This design comes from an exercise in tuning for small area, a short achievable clock period and few clock cycles per item on the open sky130 flow, not from production work. No functional check of the RTL was part of any run shown here.

==> flow/design.v, too long to show whole: its modules and the start of the top module <==
// module FFT: 653 lines
module FFT(clk, rst_n, in_valid, din_r, din_i, out_valid, dout_r, dout_i);
  // ...
==> flow/flow/run.sh <==
#!/bin/bash
set -euo pipefail
export SETUP_SLACK_MARGIN=8
bash standard.sh finish > flow_make.log 2>&1
==> flow/standard.sh <==
#!/bin/bash
# synth_recipe.tcl (not shown) runs the flow's synth.tcl, then flattens the netlist and writes it again
# the make line also repeats each setting of config.mk as NAME=value (left out here)
make -C /OpenROAD-flow-scripts/flow DESIGN_CONFIG=/design/flow/config.mk WORK_HOME=/design/flow/orfs CLKGATE_MAP_FILE= SYNTH_SCRIPT=/design/flow/synth_recipe.tcl "${@:-finish}"
==> flow/config.mk <==
export PLATFORM = sky130hd
export DESIGN_NAME = FFT
export DESIGN_NICKNAME = FFT
export VERILOG_FILES = /design/flow/design.v
export SDC_FILE = /design/flow/constraint.sdc
export NUM_CORES = 4
export LEC_CHECK = 0
export CAP_MARGIN = 20
export CORE_MARGIN = 2
export CORE_UTILIZATION = 40
export PLACE_DENSITY = 0.6
export SLEW_MARGIN = 20
==> flow/constraint.sdc <==
create_clock -name core_clock -period 12.0 [get_ports {clk}]
set_input_delay 2.4000 -clock core_clock [delete_from_list [all_inputs] [get_ports {clk}]]
set_output_delay 2.4000 -clock core_clock [all_outputs]
set_load 0.01 [all_outputs]
==> results.py, run 1 <==
metrics = {
    "sta": {
        "peak_freq_mhz": 243,
        "maxSlewViolCount": 0,
        "final.period_utilization_pct": 34.3,
        "setup_ws_ps": 7880,
    },
    "synth": {
        "main_combinational_cell_family_by_area_after_synthesis": "adder cells",
        "synth-seq-cells": 1763,
        "synth_compound_area_share_pct": 13.4,
        "synth_commonest_cells": "sky130_fd_sc_hd__dfxtp_1, sky130_fd_sc_hd__inv_1, sky130_fd_sc_hd__fa_1, sky130_fd_sc_hd__nand2_1, sky130_fd_sc_hd__ha_1",
    },
    "grt": {
        "pin_count_of_the_biggest_net_entering_global_routing": 94,
        "highest_utilization_routing_layer_at_the_global_route_stage": "met2",
        "wire_length_of_the_first_global_routing_pass_um": 473000,
        "grt_usage_pct": 24.5,
    },
    "floorplan": {
        "floorplan.io_pins": 60,
        "tap-cell-count": 3348,
    },
    "route": {
        "met2WireLength_um": 143000,
        "antenna_left": 0,
        "wl_met1_um": 139000,
    },
    "worst_setup_path": {
        "worst_path_most_repeated_cell": "sky130_fd_sc_hd__a21o_1",
        "regToRegSetupSlack_ps": 7880,
    },
    "placement": {
        "detailedPlacementHpwl_um": 248000,
        "gpl.final_weighted_congestion": 0.938,
        "dp.cells": 13200,
    },
    "layout": {
        "clock_tree_area_fraction_pct": 5.43,
        "share_of_post_route_cells_with_drive_strength_above_1_pct": 8.13,
        "filler_cell_count": 23600,
        "numSequentialCells": 1763,
        "flow.area_growth_from_synthesis_pct": 12.5,
        "n_all_buffers": 263,
        "most_used_cells_in_the_layout_excluding_fill_and_tap_cells": "sky130_fd_sc_hd__dfxtp_1, sky130_fd_sc_hd__inv_1, sky130_fd_sc_hd__fa_1",
    },
    "run_status": {
        "outcome": "no timing/DRC/antenna violations",
    },
    "clocking": {
        "cts_resized": 202,
        "clock-root-buffer": "sky130_fd_sc_hd__clkbuf_16",
    },
}
==> inputs of run 2 (changes only) <==
--- a/flow/design.v
+++ b/flow/design.v
@@ -13,17 +13,17 @@
 reg ov;
 assign out_valid = ov;
 always @(posedge clk or negedge rst_n) begin
   if (!rst_n) begin
     run <= 1'b0; P <= 7'd0; ov <= 1'b0;
   end else begin
     if (in_valid) run <= 1'b1;
     if ((run || in_valid) && P != 7'd127) P <= P + 7'd1;
-    if (P == 7'd36) ov <= 1'b1;
+    if (P == 7'd35) ov <= 1'b1;
   end
 end
 wire [6:0] Pn = P + 7'd1;
 reg f0_dl, f0_ld, f1_ld, f1_pre, f2_dl, f2_ld, f3_ld, f3_pre;
 always @(posedge clk) begin
   f0_dl <= (Pn >= 7'd17) && (Pn <= 7'd24);
   f0_ld <= (Pn >= 7'd25) && (Pn <= 7'd32);
   f1_ld <= (Pn >= 7'd27) && (Pn <= 7'd34);
@@ -404,76 +404,80 @@
 wire [15:0] tw3tis87 = tw3tis85 ^ tw3tic86 ^ tw3tic84;
 wire [15:0] tw3tic88 = {((tw3tis85) & (tw3tic86) | (tw3tis85) & (tw3tic84) | (tw3tic86) & (tw3tic84)), 1'b0};
 reg [15:0] C3trs, C3trc, C3tis, C3tic;
 always @(posedge clk) begin C3trs <= tw3trs65; C3trc <= tw3trc66; C3tis <= tw3tis87; C3tic <= tw3tic88; end
 wire [15:0] t3t_r = C3trs + C3trc, t3t_i = C3tis + C3tic;
 wire [15:0] b2r = r2r[7], b2i = r2i[7];
 wire [15:0] s3b_r = b2r + C4rs + C4rc, s3b_i = b2i + C4is + C4ic;
 reg [15:0] D3br, D3bi;
-always @(posedge clk) begin D3br <= b2r + ~C4rs + ~C4rc + 16'd2; D3bi <= b2i + ~C4is + ~C4ic + 16'd2; end
+wire [15:0] d3rs89 = b2r ^ ~C4rs ^ ~C4rc;
+wire [15:0] d3rc90 = {((b2r) & (~C4rs) | (b2r) & (~C4rc) | (~C4rs) & (~C4rc)), 1'b1};
+wire [15:0] d3is91 = b2i ^ ~C4is ^ ~C4ic;
+wire [15:0] d3ic92 = {((b2i) & (~C4is) | (b2i) & (~C4ic) | (~C4is) & (~C4ic)), 1'b1};
+always @(posedge clk) begin D3br <= d3rs89 + d3rc90 + 16'd1; D3bi <= d3is91 + d3ic92 + 16'd1; end
 wire signed [15:0] tw3b_xr = D3br, tw3b_xi = D3bi;
 wire signed [15:0] tw3b_xr_sh0 = tw3b_xr >>> 0;
 wire signed [15:0] tw3b_xr_sh1 = tw3b_xr >>> 1;
-wire [15:0] tw3b_t89 = ((tw3b_xr_sh0 & {16{tw3b_r0_s0}}) | (tw3b_xr_sh1 & {16{tw3b_r0_s1}})) ^ {16{tw3b_r0_ng}};
+wire [15:0] tw3b_t93 = ((tw3b_xr_sh0 & {16{tw3b_r0_s0}}) | (tw3b_xr_sh1 & {16{tw3b_r0_s1}})) ^ {16{tw3b_r0_ng}};
 wire signed [15:0] tw3b_xr_sh2 = tw3b_xr >>> 2;
 wire signed [15:0] tw3b_xr_sh3 = tw3b_xr >>> 3;
 wire signed [15:0] tw3b_xr_sh4 = tw3b_xr >>> 4;
-wire [15:0] tw3b_t90 = ((tw3b_xr_sh2 & {16{tw3b_r1_s2}}) | (tw3b_xr_sh3 & {16{tw3b_r1_s3}}) | (tw3b_xr_sh4 & {16{tw3b_r1_s4}})) ^ {16{tw3b_r1_ng}};
+wire [15:0] tw3b_t94 = ((tw3b_xr_sh2 & {16{tw3b_r1_s2}}) | (tw3b_xr_sh3 & {16{tw3b_r1_s3}}) | (tw3b_xr_sh4 & {16{tw3b_r1_s4}})) ^ {16{tw3b_r1_ng}};
 wire signed [15:0] tw3b_xr_sh6 = tw3b_xr >>> 6;
-wire [15:0] tw3b_t91 = ((tw3b_xr_sh4 & {16{tw3b_r2_s4}}) | (tw3b_xr_sh6 & {16{tw3b_r2_s6}})) ^ {16{tw3b_r2_ng}};
-wire [15:0] tw3b_t92 = ((tw3b_xr_sh6 & {16{tw3b_r3_s6}})) ^ {16{tw3b_r3_ng}};
+wire [15:0] tw3b_t95 = ((tw3b_xr_sh4 & {16{tw3b_r2_s4}}) | (tw3b_xr_sh6 & {16{tw3b_r2_s6}})) ^ {16{tw3b_r2_ng}};
+wire [15:0] tw3b_t96 = ((tw3b_xr_sh6 & {16{tw3b_r3_s6}})) ^ {16{tw3b_r3_ng}};
 wire signed [15:0] tw3b_xi_sh0 = tw3b_xi >>> 0;
 wire signed [15:0] tw3b_xi_sh1 = tw3b_xi >>> 1;
-wire [15:0] tw3b_t93 = (tw3b_xi_sh0 & {16{tw3b_r4_s0}}) | (tw3b_xi_sh1 & {16{tw3b_r4_s1}});
+wire [15:0] tw3b_t97 = (tw3b_xi_sh0 & {16{tw3b_r4_s0}}) | (tw3b_xi_sh1 & {16{tw3b_r4_s1}});
 wire signed [15:0] tw3b_xi_sh2 = tw3b_xi >>> 2;
 wire signed [15:0] tw3b_xi_sh3 = tw3b_xi >>> 3;
 wire signed [15:0] tw3b_xi_sh4 = tw3b_xi >>> 4;
-wire [15:0] tw3b_t94 = ((tw3b_xi_sh2 & {16{tw3b_r5_s2}}) | (tw3b_xi_sh3 & {16{tw3b_r5_s3}}) | (tw3b_xi_sh4 & {16{tw3b_r5_s4}})) ^ {16{tw3b_r5_ng}};
+wire [15:0] tw3b_t98 = ((tw3b_xi_sh2 & {16{tw3b_r5_s2}}) | (tw3b_xi_sh3 & {16{tw3b_r5_s3}}) | (tw3b_xi_sh4 & {16{tw3b_r5_s4}})) ^ {16{tw3b_r5_ng}};
 wire signed [15:0] tw3b_xi_sh6 = tw3b_xi >>> 6;
-wire [15:0] tw3b_t95 = ((tw3b_xi_sh4 & {16{tw3b_r6_s4}}) | (tw3b_xi_sh6 & {16{tw3b_r6_s6}})) ^ {16{tw3b_r6_ng}};
-wire [15:0] tw3b_t96 = (tw3b_xi_sh6 & {16{tw3b_r7_s6}});
-wire [15:0] tw3brs97 = tw3b_t89 ^ tw3b_t90 ^ tw3b_t91;
-wire [15:0] tw3brc98 = {((tw3b_t89) & (tw3b_t90) | (tw3b_t89) & (tw3b_t91) | (tw3b_t90) & (tw3b_t91)), 1'b0};
-wire [15:0] tw3brs99 = tw3b_t92 ^ tw3b_t93 ^ tw3b_t94;
-wire [15:0] tw3brc100 = {((tw3b_t92) & (tw3b_t93) | (tw3b_t92) & (tw3b_t94) | (tw3b_t93) & (tw3b_t94)), 1'b0};
-wire [15:0] tw3brs101 = tw3b_t95 ^ tw3b_t96 ^ {13'd0, tw3b_r_k};
-wire [15:0] tw3brc102 = {((tw3b_t95) & (tw3b_t96) | (tw3b_t95) & ({13'd0, tw3b_r_k}) | (tw3b_t96) & ({13'd0, tw3b_r_k})), 1'b0};
-wire [15:0] tw3brs103 = tw3brs97 ^ tw3brc98 ^ tw3brs99;
-wire [15:0] tw3brc104 = {((tw3brs97) & (tw3brc98) | (tw3brs97) & (tw3brs99) | (tw3brc98) & (tw3brs99)), 1'b0};
-wire [15:0] tw3brs105 = tw3brc100 ^ tw3brs101 ^ tw3brc102;
-wire [15:0] tw3brc106 = {((tw3brc100) & (tw3brs101) | (tw3brc100) & (tw3brc102) | (tw3brs101) & (tw3brc102)), 1'b0};
-wire [15:0] tw3brs107 = tw3brs103 ^ tw3brc104 ^ tw3brs105;
-wire [15:0] tw3brc108 = {((tw3brs103) & (tw3brc104) | (tw3brs103) & (tw3brs105) | (tw3brc104) & (tw3brs105)), 1'b0};
-wire [15:0] tw3brs109 = tw3brs107 ^ tw3brc108 ^ tw3brc106;
-wire [15:0] tw3brc110 = {((tw3brs107) & (tw3brc108) | (tw3brs107) & (tw3brc106) | (tw3brc108) & (tw3brc106)), 1'b0};
-wire [15:0] tw3b_t111 = ((tw3b_xr_sh0 & {16{tw3b_i0_s0}}) | (tw3b_xr_sh1 & {16{tw3b_i0_s1}})) ^ {16{tw3b_i0_ng}};
-wire [15:0] tw3b_t112 = ((tw3b_xr_sh2 & {16{tw3b_i1_s2}}) | (tw3b_xr_sh3 & {16{tw3b_i1_s3}}) | (tw3b_xr_sh4 & {16{tw3b_i1_s4}})) ^ {16{tw3b_i1_ng}};
-wire [15:0] tw3b_t113 = (tw3b_xr_sh4 & {16{tw3b_i2_s4}}) | (tw3b_xr_sh6 & {16{tw3b_i2_s6}});
-wire [15:0] tw3b_t114 = ((tw3b_xr_sh6 & {16{tw3b_i3_s6}})) ^ {16{tw3b_i3_ng}};
-wire [15:0] tw3b_t115 = ((tw3b_xi_sh0 & {16{tw3b_i4_s0}}) | (tw3b_xi_sh1 & {16{tw3b_i4_s1}})) ^ {16{tw3b_i4_ng}};
-wire [15:0] tw3b_t116 = ((tw3b_xi_sh2 & {16{tw3b_i5_s2}}) | (tw3b_xi_sh3 & {16{tw3b_i5_s3}}) | (tw3b_xi_sh4 & {16{tw3b_i5_s4}})) ^ {16{tw3b_i5_ng}};
-wire [15:0] tw3b_t117 = ((tw3b_xi_sh4 & {16{tw3b_i6_s4}}) | (tw3b_xi_sh6 & {16{tw3b_i6_s6}})) ^ {16{tw3b_i6_ng}};
-wire [15:0] tw3b_t118 = ((tw3b_xi_sh6 & {16{tw3b_i7_s6}})) ^ {16{tw3b_i7_ng}};
-wire [15:0] tw3bis119 = tw3b_t111 ^ tw3b_t112 ^ tw3b_t113;
-wire [15:0] tw3bic120 = {((tw3b_t111) & (tw3b_t112) | (tw3b_t111) & (tw3b_t113) | (tw3b_t112) & (tw3b_t113)), 1'b0};
-wire [15:0] tw3bis121 = tw3b_t114 ^ tw3b_t115 ^ tw3b_t116;
-wire [15:0] tw3bic122 = {((tw3b_t114) & (tw3b_t115) | (tw3b_t114) & (tw3b_t116) | (tw3b_t115) & (tw3b_t116)), 1'b0};
-wire [15:0] tw3bis123 = tw3b_t117 ^ tw3b_t118 ^ {13'd0, tw3b_i_k};
-wire [15:0] tw3bic124 = {((tw3b_t117) & (tw3b_t118) | (tw3b_t117) & ({13'd0, tw3b_i_k}) | (tw3b_t118) & ({13'd0, tw3b_i_k})), 1'b0};
-wire [15:0] tw3bis125 = tw3bis119 ^ tw3bic120 ^ tw3bis121;
-wire [15:0] tw3bic126 = {((tw3bis119) & (tw3bic120) | (tw3bis119) & (tw3bis121) | (tw3bic120) & (tw3bis121)), 1'b0};
-wire [15:0] tw3bis127 = tw3bic122 ^ tw3bis123 ^ tw3bic124;
-wire [15:0] tw3bic128 = {((tw3bic122) & (tw3bis123) | (tw3bic122) & (tw3bic124) | (tw3bis123) & (tw3bic124)), 1'b0};
-wire [15:0] tw3bis129 = tw3bis125 ^ tw3bic126 ^ tw3bis127;
-wire [15:0] tw3bic130 = {((tw3bis125) & (tw3bic126) | (tw3bis125) & (tw3bis127) | (tw3bic126) & (tw3bis127)), 1'b0};
-wire [15:0] tw3bis131 = tw3bis129 ^ tw3bic130 ^ tw3bic128;
-wire [15:0] tw3bic132 = {((tw3bis129) & (tw3bic130) | (tw3bis129) & (tw3bic128) | (tw3bic130) & (tw3bic128)), 1'b0};
+wire [15:0] tw3b_t99 = ((tw3b_xi_sh4 & {16{tw3b_r6_s4}}) | (tw3b_xi_sh6 & {16{tw3b_r6_s6}})) ^ {16{tw3b_r6_ng}};
+wire [15:0] tw3b_t100 = (tw3b_xi_sh6 & {16{tw3b_r7_s6}});
+wire [15:0] tw3brs101 = tw3b_t93 ^ tw3b_t94 ^ tw3b_t95;
+wire [15:0] tw3brc102 = {((tw3b_t93) & (tw3b_t94) | (tw3b_t93) & (tw3b_t95) | (tw3b_t94) & (tw3b_t95)), 1'b0};
+wire [15:0] tw3brs103 = tw3b_t96 ^ tw3b_t97 ^ tw3b_t98;
+wire [15:0] tw3brc104 = {((tw3b_t96) & (tw3b_t97) | (tw3b_t96) & (tw3b_t98) | (tw3b_t97) & (tw3b_t98)), 1'b0};
+wire [15:0] tw3brs105 = tw3b_t99 ^ tw3b_t100 ^ {13'd0, tw3b_r_k};
+wire [15:0] tw3brc106 = {((tw3b_t99) & (tw3b_t100) | (tw3b_t99) & ({13'd0, tw3b_r_k}) | (tw3b_t100) & ({13'd0, tw3b_r_k})), 1'b0};
+wire [15:0] tw3brs107 = tw3brs101 ^ tw3brc102 ^ tw3brs103;
+wire [15:0] tw3brc108 = {((tw3brs101) & (tw3brc102) | (tw3brs101) & (tw3brs103) | (tw3brc102) & (tw3brs103)), 1'b0};
+wire [15:0] tw3brs109 = tw3brc104 ^ tw3brs105 ^ tw3brc106;
+wire [15:0] tw3brc110 = {((tw3brc104) & (tw3brs105) | (tw3brc104) & (tw3brc106) | (tw3brs105) & (tw3brc106)), 1'b0};
+wire [15:0] tw3brs111 = tw3brs107 ^ tw3brc108 ^ tw3brs109;
+wire [15:0] tw3brc112 = {((tw3brs107) & (tw3brc108) | (tw3brs107) & (tw3brs109) | (tw3brc108) & (tw3brs109)), 1'b0};
+wire [15:0] tw3brs113 = tw3brs111 ^ tw3brc112 ^ tw3brc110;
+wire [15:0] tw3brc114 = {((tw3brs111) & (tw3brc112) | (tw3brs111) & (tw3brc110) | (tw3brc112) & (tw3brc110)), 1'b0};
+wire [15:0] tw3b_t115 = ((tw3b_xr_sh0 & {16{tw3b_i0_s0}}) | (tw3b_xr_sh1 & {16{tw3b_i0_s1}})) ^ {16{tw3b_i0_ng}};
+wire [15:0] tw3b_t116 = ((tw3b_xr_sh2 & {16{tw3b_i1_s2}}) | (tw3b_xr_sh3 & {16{tw3b_i1_s3}}) | (tw3b_xr_sh4 & {16{tw3b_i1_s4}})) ^ {16{tw3b_i1_ng}};
+wire [15:0] tw3b_t117 = (tw3b_xr_sh4 & {16{tw3b_i2_s4}}) | (tw3b_xr_sh6 & {16{tw3b_i2_s6}});
+wire [15:0] tw3b_t118 = ((tw3b_xr_sh6 & {16{tw3b_i3_s6}})) ^ {16{tw3b_i3_ng}};
+wire [15:0] tw3b_t119 = ((tw3b_xi_sh0 & {16{tw3b_i4_s0}}) | (tw3b_xi_sh1 & {16{tw3b_i4_s1}})) ^ {16{tw3b_i4_ng}};
+wire [15:0] tw3b_t120 = ((tw3b_xi_sh2 & {16{tw3b_i5_s2}}) | (tw3b_xi_sh3 & {16{tw3b_i5_s3}}) | (tw3b_xi_sh4 & {16{tw3b_i5_s4}})) ^ {16{tw3b_i5_ng}};
+wire [15:0] tw3b_t121 = ((tw3b_xi_sh4 & {16{tw3b_i6_s4}}) | (tw3b_xi_sh6 & {16{tw3b_i6_s6}})) ^ {16{tw3b_i6_ng}};
+wire [15:0] tw3b_t122 = ((tw3b_xi_sh6 & {16{tw3b_i7_s6}})) ^ {16{tw3b_i7_ng}};
+wire [15:0] tw3bis123 = tw3b_t115 ^ tw3b_t116 ^ tw3b_t117;
+wire [15:0] tw3bic124 = {((tw3b_t115) & (tw3b_t116) | (tw3b_t115) & (tw3b_t117) | (tw3b_t116) & (tw3b_t117)), 1'b0};
+wire [15:0] tw3bis125 = tw3b_t118 ^ tw3b_t119 ^ tw3b_t120;
+wire [15:0] tw3bic126 = {((tw3b_t118) & (tw3b_t119) | (tw3b_t118) & (tw3b_t120) | (tw3b_t119) & (tw3b_t120)), 1'b0};
+wire [15:0] tw3bis127 = tw3b_t121 ^ tw3b_t122 ^ {13'd0, tw3b_i_k};
+wire [15:0] tw3bic128 = {((tw3b_t121) & (tw3b_t122) | (tw3b_t121) & ({13'd0, tw3b_i_k}) | (tw3b_t122) & ({13'd0, tw3b_i_k})), 1'b0};
+wire [15:0] tw3bis129 = tw3bis123 ^ tw3bic124 ^ tw3bis125;
+wire [15:0] tw3bic130 = {((tw3bis123) & (tw3bic124) | (tw3bis123) & (tw3bis125) | (tw3bic124) & (tw3bis125)), 1'b0};
+wire [15:0] tw3bis131 = tw3bic126 ^ tw3bis127 ^ tw3bic128;
+wire [15:0] tw3bic132 = {((tw3bic126) & (tw3bis127) | (tw3bic126) & (tw3bic128) | (tw3bis127) & (tw3bic128)), 1'b0};
+wire [15:0] tw3bis133 = tw3bis129 ^ tw3bic130 ^ tw3bis131;
+wire [15:0] tw3bic134 = {((tw3bis129) & (tw3bic130) | (tw3bis129) & (tw3bis131) | (tw3bic130) & (tw3bis131)), 1'b0};
+wire [15:0] tw3bis135 = tw3bis133 ^ tw3bic134 ^ tw3bic132;
+wire [15:0] tw3bic136 = {((tw3bis133) & (tw3bic134) | (tw3bis133) & (tw3bic132) | (tw3bic134) & (tw3bic132)), 1'b0};
 reg [15:0] C3brs, C3brc, C3bis, C3bic;
-always @(posedge clk) begin C3brs <= tw3brs109; C3brc <= tw3brc110; C3bis <= tw3bis131; C3bic <= tw3bic132; end
+always @(posedge clk) begin C3brs <= tw3brs113; C3brc <= tw3brc114; C3bis <= tw3bis135; C3bic <= tw3bic136; end
 wire [15:0] t3b_r = C3brs + C3brc, t3b_i = C3bis + C3bic;
 always @(posedge clk) begin
   for (k = 1; k < 8; k = k + 1) begin
     r0r[k] <= r0r[k-1]; r0i[k] <= r0i[k-1];
     r1r[k] <= r1r[k-1]; r1i[k] <= r1i[k-1];
     r2r[k] <= r2r[k-1]; r2i[k] <= r2i[k-1];
     r3r[k] <= r3r[k-1]; r3i[k] <= r3i[k-1];
   end
@@ -541,113 +545,117 @@
   E3r <= addsub(w3r, w7r, c2_3); E3i <= addsub(w3i, w7i, c2_3);
   d2 <= c2_0; d3 <= c3; d3b <= c3; d4 <= c4;
 end
 wire signed [15:0] E1r_sg = E1r;
 wire signed [15:0] E1r_sh2 = E1r_sg >>> 2;
 wire signed [15:0] E1r_sh4 = E1r_sg >>> 4;
 wire signed [15:0] E1r_sh6 = E1r_sg >>> 6;
 wire signed [15:0] E1r_sh8 = E1r_sg >>> 8;
-wire [15:0] fas133 = E1r ^ ~(E1r_sh2) ^ ~(E1r_sh4);
-wire [15:0] fac134 = {((E1r) & (~(E1r_sh2)) | (E1r) & (~(E1r_sh4)) | (~(E1r_sh2)) & (~(E1r_sh4))), 1'b0};
-wire [15:0] fas135 = (E1r_sh6) ^ (E1r_sh8) ^ 16'd2;
-wire [15:0] fac136 = {(((E1r_sh6)) & ((E1r_sh8)) | ((E1r_sh6)) & (16'd2) | ((E1r_sh8)) & (16'd2)), 1'b0};
-wire [15:0] fas137 = fas133 ^ fac134 ^ fas135;
-wire [15:0] fac138 = {((fas133) & (fac134) | (fas133) & (fas135) | (fac134) & (fas135)), 1'b0};
-wire [15:0] fas139 = fas137 ^ fac138 ^ fac136;
-wire [15:0] fac140 = {((fas137) & (fac138) | (fas137) & (fac136) | (fac138) & (fac136)), 1'b0};
+wire [15:0] fas137 = E1r ^ ~(E1r_sh2) ^ ~(E1r_sh4);
+wire [15:0] fac138 = {((E1r) & (~(E1r_sh2)) | (E1r) & (~(E1r_sh4)) | (~(E1r_sh2)) & (~(E1r_sh4))), 1'b0};
+wire [15:0] fas139 = (E1r_sh6) ^ (E1r_sh8) ^ 16'd2;
+wire [15:0] fac140 = {(((E1r_sh6)) & ((E1r_sh8)) | ((E1r_sh6)) & (16'd2) | ((E1r_sh8)) & (16'd2)), 1'b0};
+wire [15:0] fas141 = fas137 ^ fac138 ^ fas139;
+wire [15:0] fac142 = {((fas137) & (fac138) | (fas137) & (fas139) | (fac138) & (fas139)), 1'b0};
+wire [15:0] fas143 = fas141 ^ fac142 ^ fac140;
+wire [15:0] fac144 = {((fas141) & (fac142) | (fas141) & (fac140) | (fac142) & (fac140)), 1'b0};
 wire signed [15:0] E1i_sg = E1i;
 wire signed [15:0] E1i_sh2 = E1i_sg >>> 2;
 wire signed [15:0] E1i_sh4 = E1i_sg >>> 4;
 wire signed [15:0] E1i_sh6 = E1i_sg >>> 6;
 wire signed [15:0] E1i_sh8 = E1i_sg >>> 8;
-wire [15:0] fbs141 = E1i ^ ~(E1i_sh2) ^ ~(E1i_sh4);
-wire [15:0] fbc142 = {((E1i) & (~(E1i_sh2)) | (E1i) & (~(E1i_sh4)) | (~(E1i_sh2)) & (~(E1i_sh4))), 1'b0};
-wire [15:0] fbs143 = (E1i_sh6) ^ (E1i_sh8) ^ 16'd2;
-wire [15:0] fbc144 = {(((E1i_sh6)) & ((E1i_sh8)) | ((E1i_sh6)) & (16'd2) | ((E1i_sh8)) & (16'd2)), 1'b0};
-wire [15:0] fbs145 = fbs141 ^ fbc142 ^ fbs143;
-wire [15:0] fbc146 = {((fbs141) & (fbc142) | (fbs141) & (fbs143) | (fbc142) & (fbs143)), 1'b0};
-wire [15:0] fbs147 = fbs145 ^ fbc146 ^ fbc144;
-wire [15:0] fbc148 = {((fbs145) & (fbc146) | (fbs145) & (fbc144) | (fbc146) & (fbc144)), 1'b0};
+wire [15:0] fbs145 = E1i ^ ~(E1i_sh2) ^ ~(E1i_sh4);
+wire [15:0] fbc146 = {((E1i) & (~(E1i_sh2)) | (E1i) & (~(E1i_sh4)) | (~(E1i_sh2)) & (~(E1i_sh4))), 1'b0};
+wire [15:0] fbs147 = (E1i_sh6) ^ (E1i_sh8) ^ 16'd2;
+wire [15:0] fbc148 = {(((E1i_sh6)) & ((E1i_sh8)) | ((E1i_sh6)) & (16'd2) | ((E1i_sh8)) & (16'd2)), 1'b0};
+wire [15:0] fbs149 = fbs145 ^ fbc146 ^ fbs147;
+wire [15:0] fbc150 = {((fbs145) & (fbc146) | (fbs145) & (fbs147) | (fbc146) & (fbs147)), 1'b0};
+wire [15:0] fbs151 = fbs149 ^ fbc150 ^ fbc148;
+wire [15:0] fbc152 = {((fbs149) & (fbc150) | (fbs149) & (fbc148) | (fbc150) & (fbc148)), 1'b0};
 wire signed [15:0] E3r_sg = E3r;
 wire signed [15:0] E3r_sh2 = E3r_sg >>> 2;
 wire signed [15:0] E3r_sh4 = E3r_sg >>> 4;
 wire signed [15:0] E3r_sh6 = E3r_sg >>> 6;
 wire signed [15:0] E3r_sh8 = E3r_sg >>> 8;
-wire [15:0] fcs149 = E3r ^ ~(E3r_sh2) ^ ~(E3r_sh4);
-wire [15:0] fcc150 = {((E3r) & (~(E3r_sh2)) | (E3r) & (~(E3r_sh4)) | (~(E3r_sh2)) & (~(E3r_sh4))), 1'b0};
-wire [15:0] fcs151 = (E3r_sh6) ^ (E3r_sh8) ^ 16'd2;
-wire [15:0] fcc152 = {(((E3r_sh6)) & ((E3r_sh8)) | ((E3r_sh6)) & (16'd2) | ((E3r_sh8)) & (16'd2)), 1'b0};
-wire [15:0] fcs153 = fcs149 ^ fcc150 ^ fcs151;
-wire [15:0] fcc154 = {((fcs149) & (fcc150) | (fcs149) & (fcs151) | (fcc150) & (fcs151)), 1'b0};
-wire [15:0] fcs155 = fcs153 ^ fcc154 ^ fcc152;
-wire [15:0] fcc156 = {((fcs153) & (fcc154) | (fcs153) & (fcc152) | (fcc154) & (fcc152)), 1'b0};
+wire [15:0] fcs153 = E3r ^ ~(E3r_sh2) ^ ~(E3r_sh4);
+wire [15:0] fcc154 = {((E3r) & (~(E3r_sh2)) | (E3r) & (~(E3r_sh4)) | (~(E3r_sh2)) & (~(E3r_sh4))), 1'b0};
+wire [15:0] fcs155 = (E3r_sh6) ^ (E3r_sh8) ^ 16'd2;
+wire [15:0] fcc156 = {(((E3r_sh6)) & ((E3r_sh8)) | ((E3r_sh6)) & (16'd2) | ((E3r_sh8)) & (16'd2)), 1'b0};
+wire [15:0] fcs157 = fcs153 ^ fcc154 ^ fcs155;
+wire [15:0] fcc158 = {((fcs153) & (fcc154) | (fcs153) & (fcs155) | (fcc154) & (fcs155)), 1'b0};
+wire [15:0] fcs159 = fcs157 ^ fcc158 ^ fcc156;
+wire [15:0] fcc160 = {((fcs157) & (fcc158) | (fcs157) & (fcc156) | (fcc158) & (fcc156)), 1'b0};
 wire signed [15:0] E3i_sg = E3i;
 wire signed [15:0] E3i_sh2 = E3i_sg >>> 2;
 wire signed [15:0] E3i_sh4 = E3i_sg >>> 4;
 wire signed [15:0] E3i_sh6 = E3i_sg >>> 6;
 wire signed [15:0] E3i_sh8 = E3i_sg >>> 8;
-wire [15:0] fds157 = E3i ^ ~(E3i_sh2) ^ ~(E3i_sh4);
-wire [15:0] fdc158 = {((E3i) & (~(E3i_sh2)) | (E3i) & (~(E3i_sh4)) | (~(E3i_sh2)) & (~(E3i_sh4))), 1'b0};
-wire [15:0] fds159 = (E3i_sh6) ^ (E3i_sh8) ^ 16'd2;
-wire [15:0] fdc160 = {(((E3i_sh6)) & ((E3i_sh8)) | ((E3i_sh6)) & (16'd2) | ((E3i_sh8)) & (16'd2)), 1'b0};
-wire [15:0] fds161 = fds157 ^ fdc158 ^ fds159;
-wire [15:0] fdc162 = {((fds157) & (fdc158) | (fds157) & (fds159) | (fdc158) & (fds159)), 1'b0};
-wire [15:0] fds163 = fds161 ^ fdc162 ^ fdc160;
-wire [15:0] fdc164 = {((fds161) & (fdc162) | (fds161) & (fdc160) | (fdc162) & (fdc160)), 1'b0};
+wire [15:0] fds161 = E3i ^ ~(E3i_sh2) ^ ~(E3i_sh4);
+wire [15:0] fdc162 = {((E3i) & (~(E3i_sh2)) | (E3i) & (~(E3i_sh4)) | (~(E3i_sh2)) & (~(E3i_sh4))), 1'b0};
+wire [15:0] fds163 = (E3i_sh6) ^ (E3i_sh8) ^ 16'd2;
+wire [15:0] fdc164 = {(((E3i_sh6)) & ((E3i_sh8)) | ((E3i_sh6)) & (16'd2) | ((E3i_sh8)) & (16'd2)), 1'b0};
+wire [15:0] fds165 = fds161 ^ fdc162 ^ fds163;
+wire [15:0] fdc166 = {((fds161) & (fdc162) | (fds161) & (fds163) | (fdc162) & (fds163)), 1'b0};
+wire [15:0] fds167 = fds165 ^ fdc166 ^ fdc164;
+wire [15:0] fdc168 = {((fds165) & (fdc166) | (fds165) & (fdc164) | (fdc166) & (fdc164)), 1'b0};
 wire signed [15:0] E3r_sh1 = E3r_sg >>> 1;
-wire [15:0] fes165 = ~(E3r_sh1) ^ ~(E3r_sh2) ^ (E3r_sh4);
-wire [15:0] fec166 = {((~(E3r_sh1)) & (~(E3r_sh2)) | (~(E3r_sh1)) & ((E3r_sh4)) | (~(E3r_sh2)) & ((E3r_sh4))), 1'b0};
-wire [15:0] fes167 = ~(E3r_sh6) ^ ~(E3r_sh8) ^ 16'd4;
-wire [15:0] fec168 = {((~(E3r_sh6)) & (~(E3r_sh8)) | (~(E3r_sh6)) & (16'd4) | (~(E3r_sh8)) & (16'd4)), 1'b0};
-wire [15:0] fes169 = fes165 ^ fec166 ^ fes167;
-wire [15:0] fec170 = {((fes165) & (fec166) | (fes165) & (fes167) | (fec166) & (fes167)), 1'b0};
-wire [15:0] fes171 = fes169 ^ fec170 ^ fec168;
-wire [15:0] fec172 = {((fes169) & (fec170) | (fes169) & (fec168) | (fec170) & (fec168)), 1'b0};
-wire [15:0] uas173 = fas139 ^ fac140 ^ fbs147;
-wire [15:0] uac174 = {((fas139) & (fac140) | (fas139) & (fbs147) | (fac140) & (fbs147)), 1'b0};
-wire [15:0] uas175 = uas173 ^ uac174 ^ fbc148;
-wire [15:0] uac176 = {((uas173) & (uac174) | (uas173) & (fbc148) | (uac174) & (fbc148)), 1'b0};
-wire [15:0] ubs177 = fbs147 ^ fbc148 ^ ~fas139;
-wire [15:0] ubc178 = {((fbs147) & (fbc148) | (fbs147) & (~fas139) | (fbc148) & (~fas139)), 1'b0};
-wire [15:0] ubs179 = ubs177 ^ ubc178 ^ ~fac140;
-wire [15:0] ubc180 = {((ubs177) & (ubc178) | (ubs177) & (~fac140) | (ubc178) & (~fac140)), 1'b0};
-wire [15:0] ucs181 = fds163 ^ fdc164 ^ ~fcs155;
-wire [15:0] ucc182 = {((fds163) & (fdc164) | (fds163) & (~fcs155) | (fdc164) & (~fcs155)), 1'b0};
-wire [15:0] ucs183 = ucs181 ^ ucc182 ^ ~fcc156;
-wire [15:0] ucc184 = {((ucs181) & (ucc182) | (ucs181) & (~fcc156) | (ucc182) & (~fcc156)), 1'b0};
-wire [15:0] uds185 = fes171 ^ fec172 ^ ~fds163;
-wire [15:0] udc186 = {((fes171) & (fec172) | (fes171) & (~fds163) | (fec172) & (~fds163)), 1'b0};
-wire [15:0] uds187 = uds185 ^ udc186 ^ ~fdc164;
-wire [15:0] udc188 = {((uds185) & (udc186) | (uds185) & (~fdc164) | (udc186) & (~fdc164)), 1'b0};
-wire [15:0] U1rs = d2 ? uas175 : E1r; wire [15:0] U1rc = d2 ? uac176 : 16'd0;
-wire [15:0] U1is = d2 ? ubs179 : E1i; wire [15:0] U1ic = d2 ? ubc180 : 16'd0;
-wire [15:0] U3rs = d2 ? ucs183 : E3r; wire [15:0] U3rc = d2 ? ucc184 : 16'd0;
-wire [15:0] U3is = d2 ? uds187 : E3i; wire [15:0] U3ic = d2 ? udc188 : 16'd0;
-    reg [15:0] Ars, Arc, Brs, Brc, Ais, Aic, Bis, Bic;
-    reg [15:0] Y0r, Y0i;
-    reg e3, e4;
-    reg [2:0] KYr, KYi;
-    always @(posedge clk) begin
-      Ars <= d3 ? U1is : U1rs; Arc <= d3 ? U1ic : U1rc;
-      Brs <= d3 ? ~U3is : U3rs; Brc <= d3 ? ~U3ic : U3rc;
-      Ais <= d3b ? U3rs : U1is; Aic <= d3b ? U3rc : U1ic;
-      Bis <= d3b ? ~U1rs : U3is; Bic <= d3b ? ~U1rc : U3ic;
-      Y0r <= addsub(U0r, U2r, d3); Y0i <= addsub(U0i, U2i, d3b);
-      e3 <= d3; e4 <= d4;
-      KYr <= d3 ? 3'd2 : (d2 ? 3'd2 : 3'd0); KYi <= d3b ? (d2 ? 3'd4 : 3'd2) : (d2 ? 3'd4 : 3'd0);
-    end
-    wire [15:0] y1r = Ars + Arc + Brs + Brc + {13'd0, KYr};
-    wire [15:0] y1i = Ais + Aic + Bis + Bic + {13'd0, KYi};
-    reg [15:0] Y0dr, Y0di, Y1r, Y1i;
-    reg g4;
-    always @(posedge clk) begin
-      Y0dr <= Y0r; Y0di <= Y0i;
-      Y1r <= y1r ^ {16{e4}}; Y1i <= y1i ^ {16{e4}};
-      g4 <= e4;
-    end
-    reg [15:0] Xr, Xi;
-    always @(posedge clk) begin
-      Xr <= Y0dr + Y1r + {15'd0, g4}; Xi <= Y0di + Y1i + {15'd0, g4};
-    end
-    assign dout_r = Xr;
-    assign dout_i = Xi;
-    endmodule
+wire [15:0] fes169 = ~(E3r_sh1) ^ ~(E3r_sh2) ^ (E3r_sh4);
+wire [15:0] fec170 = {((~(E3r_sh1)) & (~(E3r_sh2)) | (~(E3r_sh1)) & ((E3r_sh4)) | (~(E3r_sh2)) & ((E3r_sh4))), 1'b0};
+wire [15:0] fes171 = ~(E3r_sh6) ^ ~(E3r_sh8) ^ 16'd4;
+wire [15:0] fec172 = {((~(E3r_sh6)) & (~(E3r_sh8)) | (~(E3r_sh6)) & (16'd4) | (~(E3r_sh8)) & (16'd4)), 1'b0};
+wire [15:0] fes173 = fes169 ^ fec170 ^ fes171;
+wire [15:0] fec174 = {((fes169) & (fec170) | (fes169) & (fes171) | (fec170) & (fes171)), 1'b0};
+wire [15:0] fes175 = fes173 ^ fec174 ^ fec172;
+wire [15:0] fec176 = {((fes173) & (fec174) | (fes173) & (fec172) | (fec174) & (fec172)), 1'b0};
+wire [15:0] uas177 = fas143 ^ fac144 ^ fbs151;
+wire [15:0] uac178 = {((fas143) & (fac144) | (fas143) & (fbs151) | (fac144) & (fbs151)), 1'b0};
+wire [15:0] uas179 = uas177 ^ uac178 ^ fbc152;
+wire [15:0] uac180 = {((uas177) & (uac178) | (uas177) & (fbc152) | (uac178) & (fbc152)), 1'b0};
+wire [15:0] ubs181 = fbs151 ^ fbc152 ^ ~fas143;
+wire [15:0] ubc182 = {((fbs151) & (fbc152) | (fbs151) & (~fas143) | (fbc152) & (~fas143)), 1'b0};
+wire [15:0] ubs183 = ubs181 ^ ubc182 ^ ~fac144;
+wire [15:0] ubc184 = {((ubs181) & (ubc182) | (ubs181) & (~fac144) | (ubc182) & (~fac144)), 1'b0};
+wire [15:0] ucs185 = fds167 ^ fdc168 ^ ~fcs159;
+wire [15:0] ucc186 = {((fds167) & (fdc168) | (fds167) & (~fcs159) | (fdc168) & (~fcs159)), 1'b0};
+wire [15:0] ucs187 = ucs185 ^ ucc186 ^ ~fcc160;
+wire [15:0] ucc188 = {((ucs185) & (ucc186) | (ucs185) & (~fcc160) | (ucc186) & (~fcc160)), 1'b0};
+wire [15:0] uds189 = fes175 ^ fec176 ^ ~fds167;
+wire [15:0] udc190 = {((fes175) & (fec176) | (fes175) & (~fds167) | (fec176) & (~fds167)), 1'b0};
+wire [15:0] uds191 = uds189 ^ udc190 ^ ~fdc168;
+wire [15:0] udc192 = {((uds189) & (udc190) | (uds189) & (~fdc168) | (udc190) & (~fdc168)), 1'b0};
+wire [15:0] U1rs = d2 ? uas179 : E1r; wire [15:0] U1rc = d2 ? uac180 : 16'd0;
+wire [15:0] U1is = d2 ? ubs183 : E1i; wire [15:0] U1ic = d2 ? ubc184 : 16'd0;
+wire [15:0] U3rs = d2 ? ucs187 : E3r; wire [15:0] U3rc = d2 ? ucc188 : 16'd0;
+wire [15:0] U3is = d2 ? uds191 : E3i; wire [15:0] U3ic = d2 ? udc192 : 16'd0;
+reg [15:0] Ars, Arc, Brs, Brc, Ais, Aic, Bis, Bic;
+reg [15:0] Y0r, Y0i;
+reg [4:0] KXr, KXi;
+wire [15:0] M4 = {16{d4}};
+always @(posedge clk) begin
+  Ars <= (d3 ? U1is : U1rs) ^ M4; Arc <= (d3 ? U1ic : U1rc) ^ M4;
+  Brs <= (d3 ? ~U3is : U3rs) ^ M4; Brc <= (d3 ? ~U3ic : U3rc) ^ M4;
+  Ais <= (d3b ? U3rs : U1is) ^ M4; Aic <= (d3b ? U3rc : U1ic) ^ M4;
+  Bis <= (d3b ? ~U1rs : U3is) ^ M4; Bic <= (d3b ? ~U1rc : U3ic) ^ M4;
+  Y0r <= addsub(U0r, U2r, d3); Y0i <= addsub(U0i, U2i, d3b);
+  KXr <= ~(5'h1f << (d4 ? 3'd5 - {(d3 | d2), 1'b0} : {(d3 | d2), 1'b0})); KXi <= ~(5'h1f << (d4 ? 3'd5 - {(d3b | d2), 1'b0} - {d2, 1'b0} : {(d3b | d2), 1'b0} + {d2, 1'b0}));
+end
+wire [15:0] xrs193 = Y0r ^ Ars ^ {Arc[15:1], KXr[0]};
+wire [15:0] xrc194 = {((Y0r) & (Ars) | (Y0r) & ({Arc[15:1], KXr[0]}) | (Ars) & ({Arc[15:1], KXr[0]})), KXr[1]};
+wire [15:0] xrs195 = xrs193 ^ xrc194 ^ Brs;
+wire [15:0] xrc196 = {((xrs193) & (xrc194) | (xrs193) & (Brs) | (xrc194) & (Brs)), KXr[2]};
+wire [15:0] xrs197 = xrs195 ^ xrc196 ^ Brc;
+wire [15:0] xrc198 = {((xrs195) & (xrc196) | (xrs195) & (Brc) | (xrc196) & (Brc)), KXr[3]};
+wire [15:0] xis199 = Y0i ^ Ais ^ {Aic[15:1], KXi[0]};
+wire [15:0] xic200 = {((Y0i) & (Ais) | (Y0i) & ({Aic[15:1], KXi[0]}) | (Ais) & ({Aic[15:1], KXi[0]})), KXi[1]};
+wire [15:0] xis201 = xis199 ^ xic200 ^ Bis;
+wire [15:0] xic202 = {((xis199) & (xic200) | (xis199) & (Bis) | (xic200) & (Bis)), KXi[2]};
+wire [15:0] xis203 = xis201 ^ xic202 ^ Bic;
+wire [15:0] xic204 = {((xis201) & (xic202) | (xis201) & (Bic) | (xic202) & (Bic)), KXi[3]};
+wire [15:0] xsum_r = xrs197 + xrc198 + {15'd0, KXr[4]};
+wire [15:0] xsum_i = xis203 + xic204 + {15'd0, KXi[4]};
+reg [15:0] Xr, Xi;
+always @(posedge clk) begin
+  Xr <= xsum_r; Xi <= xsum_i;
+end
+assign dout_r = Xr;
+assign dout_i = Xi;
+endmodule
==> results.py, run 2 <==
metrics = {
    "run_status": {
        "outcome": "no timing/DRC/antenna violations",
    },
    "synth": {
        "syn_avg_cell_area_um2": 9.99,
        "postSynthCellCount": 10100,
        "dominantRegCellSynth": "sky130_fd_sc_hd__dfxtp_1",
        "share_of_yosys_cell_area_claimed_by_the_top_area_cell_type_pct": 33.5,
        "synth-edff-count": 0,
        "synth_most_common_cell": "sky130_fd_sc_hd__dfxtp_1",
        "mappedNetlistNets": 11800,
        "synth-seq-cells": 1702,
        "synth_cell_type_count": 82,
        "synth_top_cells_by_area": "sky130_fd_sc_hd__dfxtp_1, sky130_fd_sc_hd__fa_1, sky130_fd_sc_hd__ha_1",
        "synthArstFlopShare_pct": 0.529,
        "netlist.top_cell.by_area": "sky130_fd_sc_hd__dfxtp_1",
        "sequential_element_share_of_the_synthesized_area_pct": 33.8,
        "yosysWarningCount": 9,
        "synth_area_mm2": 0.101,
        "synth_commonest_cells": "sky130_fd_sc_hd__dfxtp_1, sky130_fd_sc_hd__inv_1, sky130_fd_sc_hd__fa_1, sky130_fd_sc_hd__nand2_1, sky130_fd_sc_hd__xnor2_1",
    },
    "worst_setup_path": {
        "worstSetupEndpointType": "register",
        "r2r-start": "Y0r[0]$_DFF_P_",
        "worst_ep_required_time_ps": 12710,
        "timing.critical_path.fanout_max": 2,
        "critical_path_arrival_ps": 5040,
        "setup.worst_path.class": "register to register",
        "crit_path_launch": "Y0r[0]$_DFF_P_",
        "regToRegSetupSlack_ps": 7660,
        "kind_of_start_point_of_the_critical_path": "register",
    },
    "sta": {
        "final.period_utilization_pct": 36.1,
        "tightestPinTransition_ps": 1180,
        "maxSlewViolCount": 0,
        "setup_viol_count_final": 0,
        "timing_hold_violations_final": 0,
        "rsz0062_at_grt": "true",
        "clock-skew-final_ps": 54.6,
        "slew_headroom_pct": 21.5,
        "peak_freq_mhz": 231,
        "setup_total_negative_slack_ps": 0,
        "finalCriticalPeriod_ps": 4340,
    },
    "layout": {
        "layout.cells.most_common": "sky130_fd_sc_hd__dfxtp_1",
        "share_of_post_route_cells_with_drive_strength_above_1_pct": 11.1,
        "flow.area_growth_from_synthesis_pct": 14.5,
        "final_net_count": 11800,
        "filler_free_cell_count_of_the_finished_design": 13700,
        "filler_cell_count": 23500,
        "most_used_cells_in_the_layout_excluding_fill_and_tap_cells": "sky130_fd_sc_hd__dfxtp_1, sky130_fd_sc_hd__inv_1, sky130_fd_sc_hd__fa_1",
        "finalInstanceArea_mm2": 0.116,
    },
    "clocking": {
        "cts.sink_count": 1702,
        "clkTransAtPathRegs_ps": 60,
        "tritoncts": "done",
        "clock_latency_ps": 850,
        "clock-root-buffer": "sky130_fd_sc_hd__clkbuf_16",
        "cts-root-to-sink-buffers": 3,
        "clock_tree.htree_level_count": 4,
        "cts_made_buffers": 184,
    },
    "route": {
        "routed_wirelength_um": 323000,
        "drt_pass1_iterations": 10,
        "first_iter_violations": 6675,
        "num_vias": 72800,
        "antenna_left": 0,
        "post_drt_via_cell_ratio": 5.31,
        "wl_per_cell_um": 23.6,
        "detail_route.drc_violations": 0,
    },
    "grt": {
        "grt_pass1_vias": 73600,
        "grt_usage_pct": 24.6,
        "wire_length_of_the_first_global_routing_pass_um": 474000,
        "groute.layer.met1.usage_pct": 32.8,
        "antenna_found_initial": 29,
        "pin_count_of_the_biggest_net_entering_global_routing": 93,
        "highest_utilization_routing_layer_at_the_global_route_stage": "met2",
        "global_route.usage.met2_pct": 39.5,
        "groute.layer.met3.usage_pct": 3.60,
        "gr_ovfl_total": 0,
    },
    "placement": {
        "gpl.final_weighted_congestion": 0.951,
        "detailedPlacementHpwl_um": 247000,
        "dp.cells": 13100,
        "buffer_ports.inserted": 59,
        "placedInstanceArea_mm2": 0.105,
    },
    "floorplan": {
        "design.die.area_mm2": 0.257,
        "core_area_mm2": 0.251,
        "floorplan.io_pins": 60,
        "rows": 184,
        "die_w_um": 507,
        "initial_core_util_pct": 40.2,
        "die-height_um": 507,
    },
    "flow_run": {
        "max_cap_violations": 0,
    },
    "min_path": {
        "holdCritStartpoint": "r1r[4][14]$_DFF_P_",
        "timing.hold.worst.class": "register to register",
    },
}
## run 2: cell types whose count changed after synthesis, sizes merged, moves of 26 or more
| cell | previous run | this run |
|---|---|---|
| dfxtp | 1754 | 1693 |
| xnor2 | 678 | 728 |
| ha | 707 | 668 |
| o21ai | 372 | 338 |
| nand2 | 761 | 732 |
| a21oi | 410 | 382 |
| inv | 1476 | 1503 |
| mux2i | 93 | 119 |
| xor2 | 381 | 407 |
## run 2: what timing repair did
item / 4_1_cts / 5_1_grt
resized for setup: 348 / 269
setup endpoints to repair: 332 / 163
endpoints found under the hold margin: 0 / 0
hold buffers: 0 / 0
buffers inserted: 121 / 85
pin swaps: 83 / 154
cloned: 9 / 5
## run 2: cells by family (layout without fill, tap and decap cells)
family / after synthesis / in the layout / share of synthesized area (%)
simple gates: 1651 / 1651 / 7.26
xor+xnor: 1135 / 1135 / 9.84
compound gates: 1882 / 1882 / 12.8
other cells: 0 / 23 / 0
flops: 1702 / 1702 / 33.8
fa+ha+maj: 1628 / 1628 / 27.2
buf+inv: 1976 / 2200 / 7.36
mux: 146 / 146 / 1.71
## run 2: path summary, 6_finish.rpt
check | to | depth (start not counted)
max in group asynchronous | P[0]$_DFFE_PN0P_ | 1
worst max register to register | Xr[15]$_DFF_P_ | 16
worst min register to register | r1r[5][14]$_DFF_P_ | 0
worst min-delay path | r1r[5][14]$_DFF_P_ | 0
min in group asynchronous | ov$_DFFE_PN0N_ | 1
worst max-delay path | Xr[15]$_DFF_P_ | 16
## run 2: layout make-up
cell class                      instances  area [um2]  area share [%]
Clock buffer                          249        5290            4.57
Antenna cell                           23        57.6          0.0497
Sequential cell                      1702       34300            29.7
Tap cell                             3348        4190            3.62
Clock inverter                         92        1190            1.03
Timing Repair Buffer                  353        3600            3.11
Inverter                             1506        5780            4.99
Multi-Input combinational cell       6442       61300            53.0
## run 2: routing by layer
| layer | vias to the layer above | share of wire [%] | routed length, um |
|---|---|---|---|
| met5 | - | 0.015 | 50 |
| met3 | 576 | 6.2 | 20100 |
| met2 | 2511 | 46 | 149000 |
| li1 | 33200 | - | - |
| met1 | 36500 | 43 | 138000 |
| met4 | 8 | 5.1 | 16600 |
## run 2: worst max-delay path, stage by stage (launching register included)
cell and delay (ps):
sky130_fd_sc_hd__dfxtp_2 320, sky130_fd_sc_hd__fa_1 540, sky130_fd_sc_hd__inv_1 50, sky130_fd_sc_hd__fa_1 460
sky130_fd_sc_hd__fa_1 550, sky130_fd_sc_hd__inv_2 60, sky130_fd_sc_hd__ha_4 160, sky130_fd_sc_hd__o21a_1 170
sky130_fd_sc_hd__o21ai_2 170, sky130_fd_sc_hd__a21boi_2 90, sky130_fd_sc_hd__o211ai_1 230, sky130_fd_sc_hd__nand3_1 190
sky130_fd_sc_hd__a31oi_4 240, sky130_fd_sc_hd__o21bai_2 90, sky130_fd_sc_hd__a2111o_1 390, sky130_fd_sc_hd__a2111o_1 390
sky130_fd_sc_hd__o211ai_1 120
## run 2: stage by stage
stage	hold WS [ps]	utilization, %	setup WS, ps
final	324	46.0	7660
after floorplan	310	-	7790
after detailed placement	336	41.8	6660
after global routing	331	46.0	7420
after CTS	320	45.3	7600
after global placement	332	41.7	6680

-- afterwards: timing with drivers on the ports --
No port has a modelled driver above. Below, the same layouts with a new extraction and two added sets of constraints.
Step 1 (the two cells are an assumption about what drives the block):
set clk [get_ports {clk}]
set_driving_cell -lib_cell sky130_fd_sc_hd__clkbuf_16 $clk
set_driving_cell -lib_cell sky130_fd_sc_hd__buf_2 [delete_from_list [all_inputs] $clk]
Step 2 adds t to the input delays and takes it off the output delays; t is the mean of the earliest and latest rising clock arrival at the registers after step 1. Input paths then give back, and output paths get back, about the clock's delay inside the block.
Slacks: ideal ports / drivers / drivers and shift; pairs: ideal ports / drivers.
| run | t (ns) | setup WS [ns] | worst register clock-pin slew, ns |
|---|---|---|---|
| run 1 | 0.921 | 7.881 / 7.881 / 7.215 | 0.07 / 0.07 |
| run 2 | 0.924 | 7.662 / 7.662 / 7.122 | 0.07 / 0.07 |
After both steps every run listed still meets setup and hold. The setup slack of run 1, which loses most, moves by 0.000 ns with the drivers and by -0.666 ns with both steps.
